This design comes from an exercise in tuning for small area on the open sky130 flow, not from production work. At most, simulation tests tie the RTL to the original design; equivalence was not proved. Power and IR drop assume default switching activity.

== red ==
// opl2
module opl2(
  clk,
  reset,
  opl2_we,
  opl2_data,
  opl2_adr,
  kon,
  channel_a,
  channel_b,
  sample_clk,
  sample_clk_128
  );
For scale: roughly 3,000 flip-flops, about 100,000 sq um of cells after synthesis.
clock: 15.0 ns
lec_check: 0
abc_area: 1
cap_margin: 20
core_margin: 2
core_utilization: 40
slew_margin: 20
run.sh (not shown) runs the stock make flow with config.mk's settings and CLKGATE_MAP_FILE= SYNTH_SCRIPT=/design/flow/synth_recipe.tcl, a recipe that flattens the netlist after the stock synthesis.
red: no failed stages, no open violations at the end
diff inputs: red => blue
--- a/flow/design.v
+++ b/flow/design.v
@@ -664,45 +664,42 @@
   wire dam = sbd[7];
   wire dvb = sbd[6];
   wire ryt = sbd[5];
   wire bd  = sbd[4];
   wire sd  = sbd[3];
   wire tom = sbd[2];
   wire tc  = sbd[1];
   wire hh  = sbd[0];
   reg [4:0] rpos;        
   reg req;               
   reg act;               
   reg vB;
-  reg vC;
   reg fresh;             
   wire start = (sample_clk_en | req) & (rpos == 5'd17);
   wire fin = act & (rpos == 5'd17);
   always @(posedge clk)
     if (reset) begin
       rpos <= 5'd0;
       req <= 1'b0;
       act <= 1'b0;
       vB <= 1'b0;
-      vC <= 1'b0;
       fresh <= 1'b1;
     end else begin
       rpos <= (rpos == 5'd17) ? 5'd0 : rpos + 1'b1;
       req <= start ? 1'b0 : (req | sample_clk_en);
       if (start)
         act <= 1'b1;
       else if (fin)
         act <= 1'b0;
       vB <= act;
-      vC <= vB;
       if (fin)
         fresh <= 1'b0;
     end
   reg [13:0] tremolo_index;
   reg [12:0] vibrato_index;    
   reg [23:0] rand_num;
   always @(posedge clk)
     if (reset) begin
       tremolo_index <= 14'd0;
       vibrato_index <= 13'd1;
       rand_num <= 24'd1;
     end else begin
@@ -1065,73 +1062,61 @@
     .out(log_sin_out)
   );
   wire signed [10:0] env_tmp = r_env[1] + b_offs;
   reg [8:0] env;
   always @ *
     if (env_tmp < 0)
       env = 0;
     else if (env_tmp > 511)
       env = 511;
     else
       env = env_tmp;
   wire [12:0] log_sin_plus_gain = log_sin_out + (env << 3);
-  reg [12:0] c_lsg;
-  reg c_sign;
-  reg c_half;
-  reg [1:0] c_ws;
-  reg c_shl;
-  always @(posedge clk) begin
-    c_lsg <= log_sin_plus_gain;
-    c_sign <= b_phase[9];
-    c_half <= b_phase[8];
-    c_ws <= b_ws;
-    c_shl <= b_shl;
-  end
   wire [9:0] exp_out;
   opl3_exp_lut exp_lut_inst (
-    .in(~c_lsg[7:0]),
+    .in(~log_sin_plus_gain[7:0]),
     .out(exp_out)
   );
   wire [12:0] tmp_out0 = (2**10 + exp_out) << 1;
   reg signed [12:0] tmp_out1;
   always @ *
-    if (c_sign)
-      tmp_out1 = ~(tmp_out0 >> c_lsg[12:8]);
+    if (b_phase[9])
+      tmp_out1 = ~(tmp_out0 >> log_sin_plus_gain[12:8]);
     else
-      tmp_out1 = tmp_out0 >> c_lsg[12:8];
+      tmp_out1 = tmp_out0 >> log_sin_plus_gain[12:8];
   wire signed [12:0] tmp_ws2 = tmp_out1 < 0 ? ~tmp_out1 : tmp_out1;
   reg signed [12:0] tmp_out2;
   always @ *
-    case (c_ws)
+    case (b_ws)
     0: tmp_out2 = tmp_out1;
     1: tmp_out2 = tmp_out1 < 0 ? 0 : tmp_out1;
     2: tmp_out2 = tmp_ws2;
-    default: tmp_out2 = c_half ? 0 : tmp_ws2;
+    default: tmp_out2 = b_phase[8] ? 0 : tmp_ws2;
     endcase
-  wire [12:0] op_out = c_shl ? tmp_out2 << 1 : tmp_out2;
+  wire [12:0] op_out = b_shl ? tmp_out2 << 1 : tmp_out2;
   always @(posedge clk) begin
     r_st[1]  <= act ? s2 : r_st[0];
     r_env[1] <= act ? env1 : r_env[0];
     r_cnt[1] <= act ? cnt1 : r_cnt[0];
     r_pa[1]  <= act ? pa1 : r_pa[0];
     r_out[1] <= r_out[0];
+    r_out[2] <= vB ? op_out : r_out[1];
     r_fb2[1] <= (act && is_mod) ? out_old : r_fb2[0];
     r_st[0]  <= r_st[17];
     r_env[0] <= r_env[17];
     r_cnt[0] <= r_cnt[17];
     r_pa[0]  <= r_pa[17];
     r_out[0] <= r_out[17];
     r_fb2[0] <= r_fb2[8];
-    r_out[2] <= r_out[1];
-    r_out[3] <= vC ? op_out : r_out[2];
+    r_out[3] <= r_out[2];
   end
   generate
     for (i = 2; i < 18; i = i + 1) begin: ring
       always @(posedge clk) begin
         r_st[i]  <= r_st[i-1];
         r_env[i] <= r_env[i-1];
         r_cnt[i] <= r_cnt[i-1];
         r_pa[i]  <= r_pa[i-1];
       end
       if (i > 3) begin: ro
         always @(posedge clk)
           r_out[i] <= r_out[i-1];
Notes after the runs:
Looking at overall track demand over capacity in global routing, blue sits 0.87 points higher than red does.
Changes observed in blue relative to red: TritonCTS buffer count went up; first-pass GRT wire length +about 3.7%.
The higher clock sink count of red and blue is in red.
Compare red and blue | final-layout clock buffer total higher: blue
Per the comparison of blue with red, post-synthesis compound-gate area fraction shrank by 0.23 points, total power draw grew by 29%.
blue against red: sequential share of layout area roughly the same; instance area after placement now sits lower; finished layout cell area fell 0.41%; minimum clock period after layout shows a reduction of 93 ps.
Re instance count of the mapped netlist: blue is about 0.3% up on red.
The RTL of red was laid out without a check of its function.

Another version of the RTL of opl2 (not shown whole).
Size: roughly 9100 cells after synthesis, ~62 I/O pins, ~0.094 mm2 of cells after synthesis.
export LEC_CHECK = 0
export ABC_AREA = 1
export CAP_MARGIN = 20
export CORE_MARGIN = 2
export CORE_UTILIZATION = 65
export CTS_BUF_LIST = sky130_fd_sc_hd__clkbuf_16
export CTS_CLUSTER_DIAMETER = 100
export CTS_CLUSTER_SIZE = 30
export PLACE_DENSITY = 0.75
export SLEW_MARGIN = 20
create_clock -name core_clock -period 15.0 [get_ports {clk}]
standard.sh (not shown) runs the stock make flow with config.mk's settings and CLKGATE_MAP_FILE= SYNTH_SCRIPT=/design/flow/synth_recipe.tcl, a recipe that flattens the netlist after the stock synthesis.
==> flow/flow/run.sh <==
#!/bin/bash
# Layout flow: the standard synthesis, then the combinational logic of the
# synthesized netlist is remapped for area (the flip-flops are left exactly as
# the standard synthesis made them), then the standard layout steps.
set -euo pipefail
W=$PWD
R=$W/orfs/results/$FLOW_PLATFORM/opl2/base
LIB=$FLOW_HOME/platforms/$FLOW_PLATFORM/lib/sky130_fd_sc_hd__tt_025C_1v80.lib

bash standard.sh synth > $W/std_synth.log 2>&1

python3 $W/flow/splitlib.py $LIB $W/seq.lib $W/comb.lib > $W/splitlib.log 2>&1
cp $R/1_2_yosys.v $W/std_1_2_yosys.v
DU=""
for c in $(cat $W/flow/dont_use.txt); do DU="$DU -dont_use $c"; done
cat > $W/remap.ys <<EOS
read_liberty -lib $W/seq.lib
read_liberty -ignore_miss_func $W/comb.lib
read_verilog $W/std_1_2_yosys.v
hierarchy -top $FLOW_TOP
flatten
opt_clean
abc -script $W/flow/abc_area.scr -liberty $LIB $DU
opt_clean -purge
read_liberty -lib -ignore_redef $LIB
hilomap -singleton -hicell sky130_fd_sc_hd__conb_1 HI -locell sky130_fd_sc_hd__conb_1 LO
insbuf -buf sky130_fd_sc_hd__buf_4 A X
opt_clean -purge
tee -o $W/remap_stat.txt stat -liberty $LIB
check -assert -mapped
write_verilog -noattr -nohex -nodec $W/remap_1_2_yosys.v
EOS
yosys -s $W/remap.ys > $W/remap.log 2>&1
cp $W/remap_1_2_yosys.v $R/1_2_yosys.v
touch $R/1_2_yosys.v

bash standard.sh > $W/std_layout.log 2>&1
Other scripts of this flow, unchanged in this note and not shown: flow/flow/abc_area.scr, flow/flow/dont_use.txt, flow/flow/splitlib.py
The first run went through all stages and came out clean.
Next try:
--- a/flow/design.v
+++ b/flow/design.v
@@ -678,27 +678,29 @@
     3'd4: w_fld = 5'b01000;
     3'd7: w_fld = 5'b10000;
     default: w_fld = 5'b00000;
     endcase
   wire [5:0] w_d = {1'b0, rpos} + 6'd1 - {1'b0, w_op};
   wire [5:0] w_pos = w_d[5] ? w_d + 6'd18 : (w_d == 6'd18 ? 6'd0 : w_d);
   generate
     for (i = 0; i < 18; i = i + 1) begin: opring
       localparam PREV = (i + 17) % 18;
+      localparam [7:0] INV = (i % 2 == 1) ? 8'hff : 8'h00;
       wire hit = w_valid && w_pos == i;
       wire [4:0] wen = {5{reset}} | ({5{hit}} & w_fld);
+      wire [7:0] wd = wdata ^ INV;
       always @(posedge clk) begin
-        mr[i][7:0]   <= wen[0] ? wdata : mr[PREV][7:0];
-        mr[i][15:8]  <= wen[1] ? wdata : mr[PREV][15:8];
-        mr[i][23:16] <= wen[2] ? wdata : mr[PREV][23:16];
-        mr[i][31:24] <= wen[3] ? wdata : mr[PREV][31:24];
-        mr[i][33:32] <= wen[4] ? wdata[1:0] : mr[PREV][33:32];
-        sr[i] <= sample_clk_en ? mr[PREV] : sr[PREV];
+        mr[i][7:0]   <= wen[0] ? wd : ~mr[PREV][7:0];
+        mr[i][15:8]  <= wen[1] ? wd : ~mr[PREV][15:8];
+        mr[i][23:16] <= wen[2] ? wd : ~mr[PREV][23:16];
+        mr[i][31:24] <= wen[3] ? wd : ~mr[PREV][31:24];
+        mr[i][33:32] <= wen[4] ? wd[1:0] : ~mr[PREV][33:32];
+        sr[i] <= sample_clk_en ? ~mr[PREV] : ~sr[PREV];
       end
     end
   endgenerate
   reg [13:0] tremolo_index;
   reg [12:0] vibrato_index;    
   reg [23:0] rand_num;
   always @(posedge clk)
     if (reset) begin
       tremolo_index <= 14'd0;
Result: The new run ran to the end with no violations; setup slack gets worse by 0.24 ns; first-iteration DRC count goes up by 7.4%; power rises by 6.1%; cell count goes down by 12%; combinational power came out higher by 11%; area after synthesis goes down by 4.1%.
For the second run of this note, only the layout was checked, not whether the RTL still works.

static timing again, ports no longer ideal:
In the flow no input, the clock included, has a driving cell. The finished layouts below were timed again as built, in two steps.
Step 1 sets driving cells, clkbuf_16 on the clock port and buf_2 on the other inputs (assumed; they add their load-dependent delay and slew).
Step 2 times the ports against the registers' clock, not the clock port: input delays grow and output delays shrink by t, the midpoint of the rising clock arrivals with the driver on.
Three values: ideal, step 1, step 2; two values: the first two.
| run | shift t [ns] | setup slack, ns | hold slack, ns | worst register clock-pin slew, ns |
|---|---|---|---|---|
| red | 0.998 | 1.085 / 1.085 / 1.085 | 0.265 / 0.265 / 0.265 | 0.07 / 0.07 |
| blue | 1.018 | 1.177 / 1.177 / 1.177 | 0.272 / 0.272 / 0.272 | 0.07 / 0.07 |
| the first run of note 2 | 0.853 | 1.758 / 1.758 / 1.758 | 0.322 / 0.322 / 0.322 | 0.12 / 0.12 |
| the second run of note 2 | 0.869 | 1.516 / 1.516 / 1.516 | 0.296 / 0.296 / 0.296 | 0.12 / 0.12 |
After both steps setup and hold are still met in every run listed.
